Background: an optimization exercise with open tools, aiming at small area and a short achievable clock period. Do not read the settings as production practice.
In this exercise RTL edits were held to simulation tests only and were not proved equivalent to the original.

==> run B: inputs <==
==> flow/design.v (excerpt) <==
module izhikevich (clk, a, b, c, d, v, u, i, v_prime, u_prime, fired);
clock: 24.0 ns
lec_check: 0
abc_area: 1
cap_margin: 20
core_margin: 2
core_utilization: 55
slew_margin: 20
standard.sh (not shown) runs the stock make flow with config.mk's settings and CLKGATE_MAP_FILE= SYNTH_SCRIPT=/design/flow/synth_recipe.tcl, a recipe that flattens the netlist after the stock synthesis.
==> flow/flow/run.sh <==
#!/bin/bash
# Standard ORFS layout (the standard.sh, unchanged synthesis), with the
# timing-repair steps aiming for a larger setup slack than the default.
set -euo pipefail
bash standard.sh SETUP_SLACK_MARGIN=7.5 finish > standard_flow.log 2>&1
==> inputs of run Y, as changes to run B <==
==> flow/flow/run.sh (replaced) <==
#!/bin/bash
# Standard ORFS layout (the standard.sh, unchanged synthesis), with the
# timing-repair steps aiming for a larger setup slack than the default.
set -euo pipefail
bash standard.sh SETUP_SLACK_MARGIN=12 finish > standard_flow.log 2>&1
--- a/flow/config.mk
+++ b/flow/config.mk
@@ -6,7 +6,6 @@
 export NUM_CORES = 4
 export LEC_CHECK = 0
-export ABC_AREA = 1
 export CAP_MARGIN = 20
 export CORE_MARGIN = 2
-export CORE_UTILIZATION = 55
+export CORE_UTILIZATION = 40
 export SLEW_MARGIN = 20
==> inputs of run F, as changes to run B <==
==> flow/flow/run.sh (replaced) <==
#!/bin/bash
# Standard ORFS layout through the standard.sh, with two changes:
# no full/half-adder cell extraction in synthesis (ABC maps the adder logic
# to ordinary gates), and timing repair aiming for a larger setup slack.
set -euo pipefail
bash standard.sh ADDER_MAP_FILE= SETUP_SLACK_MARGIN=10 finish > standard_flow.log 2>&1
--- a/flow/config.mk
+++ b/flow/config.mk
@@ -9,4 +9,4 @@
 export CAP_MARGIN = 20
 export CORE_MARGIN = 2
-export CORE_UTILIZATION = 55
+export CORE_UTILIZATION = 60
 export SLEW_MARGIN = 20
==> summary of the runs <==
Run B ran to the end with no violations. Run F passed the timing, design-rule and antenna checks. Run Y completed with no timing, DRC or antenna violations.
Global-route usage: run F is higher than run B (6.9 points).
Against run F, the non-clock buffer count of run B is higher by 99.
Sequential share of layout area, lowest first: run Y, run F, run B.
In run B the count of clock-buffer cells in the layout is lower than in run F, by 1.
==> figures <==
| metric | run B | run Y | run F |
|---|---|---|---|
| Y dimension of the die | 228 um | 270 um | 241 um |
| Proportion of synthesized area in mux cells | 0.00551 | 0.0169 | 0 |
| Timing startpoint of the critical path | b[10] | b[1] | v[3] |
| Wire length on met3 | 6.26 mm | 6.18 mm | 13.1 mm |
| Placed cell areas | 29800 um2 | 30900 um2 | 35300 um2 |
| Net count after synthesis | 4446 | 4189 | 7098 |
| Critical path buffers and inverters | 21 | 15 | 8 |
| Unrepaired setup endpoints after global routing | no | yes | yes |
| Bufs w/o clock | 324 | 479 | 225 |
| Outcome | complete, no violations | complete, no violations | complete, no violations |

==> job 7940 <==
Starting RTL as in the previous note.
Design izhikevich, start of the top module:
module izhikevich (clk, a, b, c, d, v, u, i, v_prime, u_prime, fired);
  input clk;
  input [16:0] a, b, c, d, v, u, i;
  output reg [16:0] v_prime, u_prime;
  output reg fired;
  wire n1 = v[0] & v[2];
  wire n2 = v[0] ^ v[2];
  wire n3 = v[1] & v[3];
  wire n4 = v[1] ^ v[3];
  wire n5 = v[2] & v[4];
  wire n6 = v[2] ^ v[4];
  wire n7 = v[3] & v[5];
  wire n8 = v[3] ^ v[5];
  wire n9 = v[4] & v[6];
  wire n10 = v[4] ^ v[6];
  wire n11 = v[5] & v[7];
  wire n12 = v[5] ^ v[7];
  wire n13 = v[6] & v[8];
  wire n14 = v[6] ^ v[8];
  wire n15 = v[7] & v[9];
  wire n16 = v[7] ^ v[9];
  wire n17 = v[8] & v[10];
  wire n18 = v[8] ^ v[10];
  wire n19 = v[9] & v[11];
  wire n20 = v[9] ^ v[11];
  wire n21 = v[10] & v[12];
  wire n22 = v[10] ^ v[12];
  wire n23 = v[11] & v[13];
  wire n24 = v[11] ^ v[13];
  wire n25 = v[12] & v[14];
  wire n26 = v[12] ^ v[14];
  wire n27 = v[13] & v[15];
  wire n28 = v[13] ^ v[15];
  wire n29 = v[1] & v[0];
  wire n30 = n4 & n1;
  wire n31 = n3 | n30;
  wire n32 = n4 & n2;
  wire n33 = n8 & n5;
  wire n34 = n7 | n33;
  wire n35 = n8 & n6;
  wire n36 = n12 & n9;
  wire n37 = n11 | n36;
  wire n38 = n12 & n10;
  wire n39 = n16 & n13;
  wire n40 = n15 | n39;
  wire n41 = n16 & n14;
  wire n42 = n20 & n17;
  wire n43 = n19 | n42;
  wire n44 = n20 & n18;
  wire n45 = n24 & n21;
  wire n46 = n23 | n45;
  wire n47 = n24 & n22;
  wire n48 = n28 & n25;
  wire n49 = n27 | n48;
  wire n50 = n28 & n26;
  wire n51 = v[15] & v[14];
  wire n52 = n2 & n29;
  wire n53 = n32 & n29;
  wire n54 = n10 & n34;
  wire n55 = n9 | n54;
  wire n56 = n10 & n35;
  wire n57 = n38 & n34;
  wire n58 = n37 | n57;
  wire n59 = n38 & n35;
  wire n60 = n18 & n40;
  wire n61 = n17 | n60;
  ...
export LEC_CHECK = 0
export ABC_AREA = 1
export CAP_MARGIN = 20
export CORE_MARGIN = 2
export CORE_UTILIZATION = 50
export SLEW_MARGIN = 20
create_clock -name core_clock -period 24.0 [get_ports {clk}]
==> flow/flow/run.sh <==
#!/bin/bash
# Standard ORFS layout through the standard.sh, with two changes:
# no full/half-adder cell extraction in synthesis (ABC maps the adder logic
# to ordinary gates), and timing repair aiming for a larger setup slack.
set -euo pipefail
bash standard.sh ADDER_MAP_FILE= SETUP_SLACK_MARGIN=10 finish > standard_flow.log 2>&1
==> job 1171: changes against job 7940 <==
==> flow/flow/run.sh (replaced) <==
#!/bin/bash
# Standard ORFS layout (the standard.sh, unchanged synthesis), with the
# timing-repair steps aiming for a larger setup slack than the default.
set -euo pipefail
bash standard.sh SETUP_SLACK_MARGIN=10 finish > standard_flow.log 2>&1
--- a/flow/config.mk
+++ b/flow/config.mk
@@ -10,3 +10,3 @@
 export CORE_MARGIN = 2
-export CORE_UTILIZATION = 50
+export CORE_UTILIZATION = 40
 export SLEW_MARGIN = 20
==> comparison table <==
item	job 7940	job 1171
Outcome	complete, no violations	complete, no violations
Multiplexer share of the synthesized area	0	0.00551
Inverters	876	759
Layout Utilization	0.544	0.518
Via-to-Cell Ratio	5.41	5.27
Mean post-synth cell area	4.81 µm²	7.62 µm²
CP max-delay cell	sky130_fd_sc_hd__clkdlybuf4s50_1	sky130_fd_sc_hd__fa_1
Post-cts resize count	4	528
Number of buffers other than clock buffers in the final layout	217	467
Overall die height	263 µm	267 µm
Yosys top cell area share	0.338	0.212
Fraction of area in multi-input gates	0.796	0.729
Proportion of layout cells with a drive suffix above 1	0.0599	0.212
Post-synthesis share of cell area spent on full adders, half adders and majority gates	0.000596	0.392
Initial standard-cell utilization of the core	0.508	0.404
GR Util met1	0.477	0.330
Non-clock buffer share of cell area	0.0575	0.125
GR Layer Usage met3	0.0286	0.0205
Biggest fanout along the worst timing path	30	12
Max Clk Rate	76.4 MHz	65.2 MHz
Nets@finish	7131	4778
Fill cell total of the finished layout	7295	6411

==> separate check: timing with driven ports <==
In the flow no input, the clock included, has a driving cell. The finished layouts below were timed again as built, in two steps. Step 1 assumes that a clkbuf_16 drives the clock port and a buf_2 every other input. Step 2, shift: input delay + t, output delay - t, t = (earliest + latest rising clock arrival at the registers) / 2. This alone moves slack from input paths to output paths. Slacks: no drivers / after step 1 / after step 2; pairs: no drivers / after step 1.
run	t (ns)	setup slack, ns	worst setup path at the end
run B	0.325	7.866 / 7.879 / 7.554	input to register
run Y	0.336	7.776 / 7.781 / 7.446	input to register
run F	0.350	10.786 / 10.814 / 10.464	input to register
job 7940	0.351	10.904 / 10.932 / 10.581	input to register
job 1171	0.317	8.673 / 8.619 / 8.302	input to register
After both steps setup and hold are still met in every run listed. The setup slack of job 1171, which loses most, moves by -0.054 ns with the drivers and by -0.371 ns with both steps.
